This design comes from an exercise in tuning for small area, a short achievable clock period and few clock cycles per item on the open sky130 flow, not from production work. No functional check of the RTL was part of this run. No activity file was given, so power comes from the tool's default toggle rates.

$ cat flow/run.sh
#!/bin/bash
# synth_recipe.tcl (not shown) runs the flow's synth.tcl, then flattens the netlist and writes it again
# the make line also repeats each setting of config.mk as NAME=value (left out here)
make -C /OpenROAD-flow-scripts/flow DESIGN_CONFIG=/design/flow/config.mk WORK_HOME=/design/flow/orfs CLKGATE_MAP_FILE= SYNTH_SCRIPT=/design/flow/synth_recipe.tcl finish
$ cat flow/config.mk
export PLATFORM = sky130hd
export DESIGN_NAME = SME
export DESIGN_NICKNAME = SME
export VERILOG_FILES = /design/flow/design.v
export SDC_FILE = /design/flow/constraint.sdc
export NUM_CORES = 4
export LEC_CHECK = 0
export CAP_MARGIN = 20
export CORE_MARGIN = 2
export CORE_UTILIZATION = 60
export CTS_BUF_LIST = sky130_fd_sc_hd__clkbuf_16
export CTS_CLUSTER_DIAMETER = 70
export CTS_CLUSTER_SIZE = 30
export SETUP_SLACK_MARGIN = 2.7
export SLEW_MARGIN = 20
$ cat flow/constraint.sdc
create_clock -name core_clock -period 5.0 [get_ports {clk}]
set_input_delay 1.0000 -clock core_clock [delete_from_list [all_inputs] [get_ports {clk}]]
set_output_delay 1.0000 -clock core_clock [all_outputs]
set_load 0.01 [all_outputs]
$ cat flow/design.v
module SME(clk,reset,chardata,isstring,ispattern,valid,match,match_index);
input clk;
input reset;
input [7:0] chardata;
input isstring;
input ispattern;
output match;
output [4:0] match_index;
output valid;
localparam space = 8'h20;
localparam first = 8'h5E;
localparam last  = 8'h24;
localparam dot   = 8'h2E;
localparam star  = 8'h2A;
reg         isstr_r;             
reg         ispat_r;             
reg  [7:0]  str_r [31:0];
reg  [5:0]  strCnt_r;
reg  [33:0] act_r;
reg         hasStar_r;
reg         frozen_r;
reg  [4:0]  off_r;               
reg  [4:0]  pos_r;
reg         any_r;
reg         fin_r;
reg         valid_r, match_r;
reg  [4:0]  matchIdx_r;
assign valid = valid_r;
assign match = match_r;
assign match_index = matchIdx_r;
integer q;
always @(posedge clk) begin
    if (reset) begin
        isstr_r <= 1'b0;
        ispat_r <= 1'b0;
    end
    else begin
        isstr_r <= isstring;
        ispat_r <= ispattern;
    end
end
always @(posedge clk) begin
    if (isstring) begin
        for (q = 0; q < 31; q = q + 1)
            str_r[q] <= str_r[q+1];
        str_r[31] <= chardata;
    end
end
wire [5:0] strCntNxt = !isstring ? strCnt_r :
                       isstr_r   ? strCnt_r + 6'd1 : 6'd1;
always @(posedge clk) begin
    if (reset)
        strCnt_r <= 6'd0;
    else
        strCnt_r <= strCntNxt;
end
wire        tStar  = (chardata == star);
wire        tDot   = (chardata == dot);
wire        tFirst = (chardata == first);
wire        tLast  = (chardata == last);
wire        tSpace = tFirst || tLast;    
reg  [31:0] eq, sp;
reg  [33:0] startSet;
reg  [33:0] first1;              
reg  [33:0] src;
reg  [33:0] nxt;
reg  [33:0] pre;
reg  [32:0] adv;                 
always @(*) begin
    for (q = 0; q < 32; q = q + 1) begin
        eq[q]       = (str_r[q] == chardata);
        sp[q]       = (str_r[q] == space);
        startSet[q] = ({1'b0, strCntNxt} + q >= 7'd32);
    end
    startSet[33:32] = 2'b00;
    first1[0] = act_r[0];
    for (q = 1; q < 34; q = q + 1)
        first1[q] = act_r[q] & !act_r[q-1];
    src = act_r;
    pre = src;
    for (q = 32; q >= 1; q = q - 1) pre[q] = pre[q] | pre[q-1];
    for (q = 32; q >= 2; q = q - 1) pre[q] = pre[q] | pre[q-2];
    for (q = 32; q >= 4; q = q - 1) pre[q] = pre[q] | pre[q-4];
    for (q = 32; q >= 8; q = q - 1) pre[q] = pre[q] | pre[q-8];
    for (q = 32; q >= 16; q = q - 1) pre[q] = pre[q] | pre[q-16];
    for (q = 32; q >= 32; q = q - 1) pre[q] = pre[q] | pre[q-32];
    pre[33] = 1'b0;
    for (q = 0; q < 32; q = q + 1)
        adv[q] = tDot | (tSpace ? sp[q] : eq[q]);
    adv[32] = tLast;
    nxt[0] = tFirst & first1[0];
    for (q = 1; q < 34; q = q + 1)
        nxt[q] = (src[q-1] & adv[q-1]) | (tFirst & first1[q]);
    if (tStar)
        nxt = pre;
end
wire       patFirst = ispattern && !ispat_r;
wire       curStar  = hasStar_r && !patFirst;
wire [4:0] curOff   = patFirst ? strCnt_r[4:0] : off_r;
wire       consume  = !(tStar || tFirst);
always @(posedge clk) begin
    act_r <= ispattern ? nxt : startSet;
    if (ispattern)
        off_r <= (consume && !curStar) ? curOff - 5'd1 : curOff;
end
always @(posedge clk) begin
    if (reset) begin
        hasStar_r <= 1'b0;
        frozen_r  <= 1'b0;
    end
    else begin
        hasStar_r <= ispattern && (curStar || tStar);
        frozen_r  <= hasStar_r;
    end
end
function [2:0] pe8;
    input [7:0] v;
    begin
        pe8[2] = ~|v[3:0];
        pe8[1] = pe8[2] ? ~|v[5:4] : ~|v[1:0];
        pe8[0] = pe8[2] ? (pe8[1] ? ~v[6] : ~v[4]) : (pe8[1] ? ~v[2] : ~v[0]);
    end
endfunction
wire [3:0] grpAny = {|act_r[31:24], |act_r[23:16], |act_r[15:8], |act_r[7:0]};
wire [2:0] grpLo0 = pe8(act_r[7:0]);
wire [2:0] grpLo1 = pe8(act_r[15:8]);
wire [2:0] grpLo2 = pe8(act_r[23:16]);
wire [2:0] grpLo3 = pe8(act_r[31:24]);
wire [1:0] grpSel;
assign grpSel[1] = !grpAny[0] && !grpAny[1];
assign grpSel[0] = grpSel[1] ? !grpAny[2] : !grpAny[0];
wire [2:0] grpLo  = grpSel[1] ? (grpSel[0] ? grpLo3 : grpLo2) : (grpSel[0] ? grpLo1 : grpLo0);
wire [4:0] lead   = (|grpAny) ? {grpSel, grpLo} : {4'd0, !act_r[32]};
always @(posedge clk) begin
    if (!frozen_r) pos_r <= lead;
    any_r <= |act_r;
end
always @(posedge clk) begin
    if (reset) begin
        fin_r      <= 1'b0;
        valid_r    <= 1'b0;
        match_r    <= 1'b0;
        matchIdx_r <= 5'd0;
    end
    else begin
        fin_r      <= ispat_r && !ispattern;
        valid_r    <= fin_r;
        match_r    <= fin_r && any_r;
        matchIdx_r <= (fin_r && any_r) ? pos_r + off_r : 5'd0;
    end
end
endmodule
==> run notes <==
-- per-stage QoR --
stage          power [mW]  hold WS [ns]  setup WS [ns]
2_1_floorplan       3.563        0.4149          2.312
3_3_place_gp        3.766        0.4494          1.128
3_5_place_dp        3.781        0.4548          1.100
4_1_cts             5.601        0.4697          2.629
5_1_grt             5.814        0.4762          2.579
6_report            5.656        0.4701          2.556
-- critical path, cell delays in order --
cell and delay, ns:
buf_16 0.09, and4_4 0.20, a31o_4 0.16, nand3_2 0.28
or3_4 0.50, a221oi_4 0.46, o21ai_1 0.14
-- layout by cell type (no fill, tap or decap), types with 11 or more instances in the layout --
cell type    n
a31oi_1     42
inv_1       40
nor3_1      48
dfxtp_1     46
buf_6       21
o21ai_0     38
nand4_1     19
xor2_1      77
nor4bb_1    18
nor3b_1     24
edfxtp_1   267
o32ai_1     19
buf_4      103
xnor2_1    115
nand2_1     47
o32a_1      23
buf_12      24
a31oi_4     11
clkbuf_16   22
nand3_1     27
nor2_1      58
a21oi_1     73
-- layer usage --
layer	global-route usage	vias to the layer above	share of wire
li1	-	5481	-
met1	0.4788	6089	0.39
met2	0.5425	843	0.45
met3	0.06311	216	0.10
met4	0.1429	0	0.060
met5	0	-	0
-- cells by family after synthesis --
| family | synth area share |
|---|---|
| buffers and inverters | 0.03635 |
| DFF | 0.5648 |
| AOI/OAI and AO/OA | 0.1508 |
| xor gates and xnor gates | 0.1054 |
| adders and majority gates | 0.005929 |
| muxes | 0.006397 |
| and+or+nand+nor | 0.1304 |
-- where the power goes --
part | leakage (nW) | switching (mW) | internal (mW) | total (mW)
sequential | 3.04 | 0.136 | 3.04 | 3.18
combinational | 3.39 | 0.388 | 0.311 | 0.699
clock | 0.325 | 0.971 | 0.807 | 1.78
total | 6.75 | 1.49 | 4.16 | 5.66
-- registers in the layout, summed over array words and instances, names as in the netlist --
| name | count |
|---|---|
| ispat_r | 1 |
| valid_r | 1 |
| pos_r | 5 |
| str_r | 256 |
| matchIdx_r | 5 |
| fin_r | 1 |
| hasStar_r | 1 |
| frozen_r | 1 |
| isstr_r | 1 |
| match_r | 1 |
| strCnt_r | 6 |
| off_r | 5 |
| act_r | 34 |
| any_r | 1 |
-- what timing repair did --
item,4_1_cts,5_1_grt
hold buffers,0,0
setup buffers,79,34
pin swaps,40,31
gates cloned,6,4
resized for setup,161,89
endpoints found under the setup margin,224,142
-- how the worst max path moves through the flow --
stage                      startpoint   endpoint  slack (ns)  cells after the start
final                        isstring  act_r[21]        2.56                      7
after global placement    chardata[2]  act_r[24]        1.13                      9
after global routing         isstring  act_r[21]        2.58                      7
after floorplan           chardata[7]   off_r[3]        2.31                      9
after detailed placement  chardata[2]  act_r[24]        1.10                      9
after CTS                    isstring  act_r[27]        2.63                      8
-- cell type report --
cell class / count / area (µm²)
diodes: 1 / 2.502
well taps: 335 / 419.2
inverters: 40 / 162.7
repair buffers: 173 / 1969
fillers: 1713 / 6626
multi-input cells: 919 / 7229
flip-flops and latches: 319 / 9069
clock buffers: 19 / 475.5
clock inverters: 13 / 178.9
==> impl_metrics.tcl <==
set metrics [dict create \
    cts_tree "built" \
    cts_root_buffer "clkbuf_16" \
    hold_start "str_r[10][2]" \
    drive_gt1_frac 0.2185 \
    critPathLaunchType "primary input" \
    drc 0 \
    period_share 0.4888 \
    syn_nets 1388 \
    rows 59 \
    dieArea_mm2 0.02806 \
    worst-slew-pin-transition_ns 0.6797 \
    min_to "str_r[9][2]" \
    grt_usage 0.3453 \
    r2r-start "strCnt_r[2]" \
    syn-instance-count 1369 \
    min_path_cells 0 \
    nets 1490 \
    ys_top_cells_by_count "edfxtp_1, xnor2_1, xor2_1, a21oi_1, nor2_1" \
    slew-limit-headroom 0.5464 \
    ys_warn_count 2 \
    async_reset_ff_frac 0 \
    grt_pass1_wl_um 72710 \
    path_class "in2reg" \
    r2r_end "act_r[21]" \
    ys.flop_type "edfxtp_1" \
    cp_data_arrival_time_ns 2.85 \
    synth.avg_cell_area_um2 11.72 \
    rsz0062_at_grt "true" \
    fp.dieH_um 167.5 \
    drt_iter0_drc 1841 \
    design_area_mm2 0.01951 \
    post_drt_via_cell_ratio 6.943 \
    period_needed_ns 2.444 \
    cp_data_required_time_ns 5.41 \
    grt_remaining_overflow 0 \
    initial_utilization 0.6138 \
    dpl.cell_count 1663 \
    finalSetupTns_ns 0 \
    yosys-top-cells-area "edfxtp_1, dfxtp_1, xnor2_1, xor2_1, a21oi_1" \
    r2r_cells 6 \
    core_mm2 0.02613 \
    clk_pin_slew_ns 0.11 \
    ys_seq_area_frac 0.5648 \
    cts_made_buffers 18 \
    ys_seq_elements 319 \
    ios 19 \
    fin_util 0.7464 \
    grt_pass1_vias 11780 \
    fin_skew_ns 0.02254 \
    final_max_slew_viol_count 0 \
    synth_edf_count 267 \
    clock-sinks 319 \
    ir_drop_mv 0.3375 \
    finalHoldViolations 0 \
    antenna_left 0 \
    setup_violations 0 \
    p_leak_nw 6.755 \
    cp_max_fo 9 \
    first_pass_iters 19 \
    worstSetupEndpointType "register" \
    area.growth.synth_to_final_pct 21.62 \
    r2r_slack_ns 2.59 \
    wl_um 50380 \
    htree_num_levels 1 \
    yosysTopAreaCell "edfxtp_1" \
    max_freq_mhz 409.2 \
    status "no timing/DRC/antenna violations" \
    synth_top_area_share 0.4999 \
    antenna_found_initial 0 \
    powerDensity_mw_per_mm2 289.9 \
    final_cells 1819 \
    synth_cell_types 79 \
    placedInstanceArea_mm2 0.01655 \
    clk_latency_ns 0.55 \
    hold_path_class "reg2reg" \
    grt_max_degree 172 \
    vias 12630 \
    syn_area_mm2 0.01604 \
    dpl.hpwl_um 31420 \
    die_x_um 167.5 \
    cap_violations 0 \
    routedWlPerCell_um 27.70 \
    gp_congestion 1.020 \
    cts_max_path_buffers 3 \
    yosysMostFrequentCell "edfxtp_1" \
    io_buffers 18 \
]

## static timing again, ports no longer ideal
No port has a modelled driver above. Below, the same layout with a new extraction and two added sets of constraints. Step 1 assumes that a clkbuf_16 drives the clock port and a buf_2 every other input. Step 2 moves the port delays by t, midway between the first and last clock arrival at a register: inputs arrive t later, outputs are due t later. That takes back most of the time a late clock gives input paths. a / b / c = ideal ports / drivers / drivers and shift; a / b = the first two.
t, ns: 0.587
setup slack, ns: 2.556 / 2.356 / 1.769
hold WS [ns]: 0.470 / 0.470 / 0.470
worst setup path after step 2: input to register
cell pins on the clock port's net: 1
After both steps setup and hold are still met in this run. For this run, drivers alone change the setup slack by -0.200 ns; drivers and shift together by -0.787 ns.
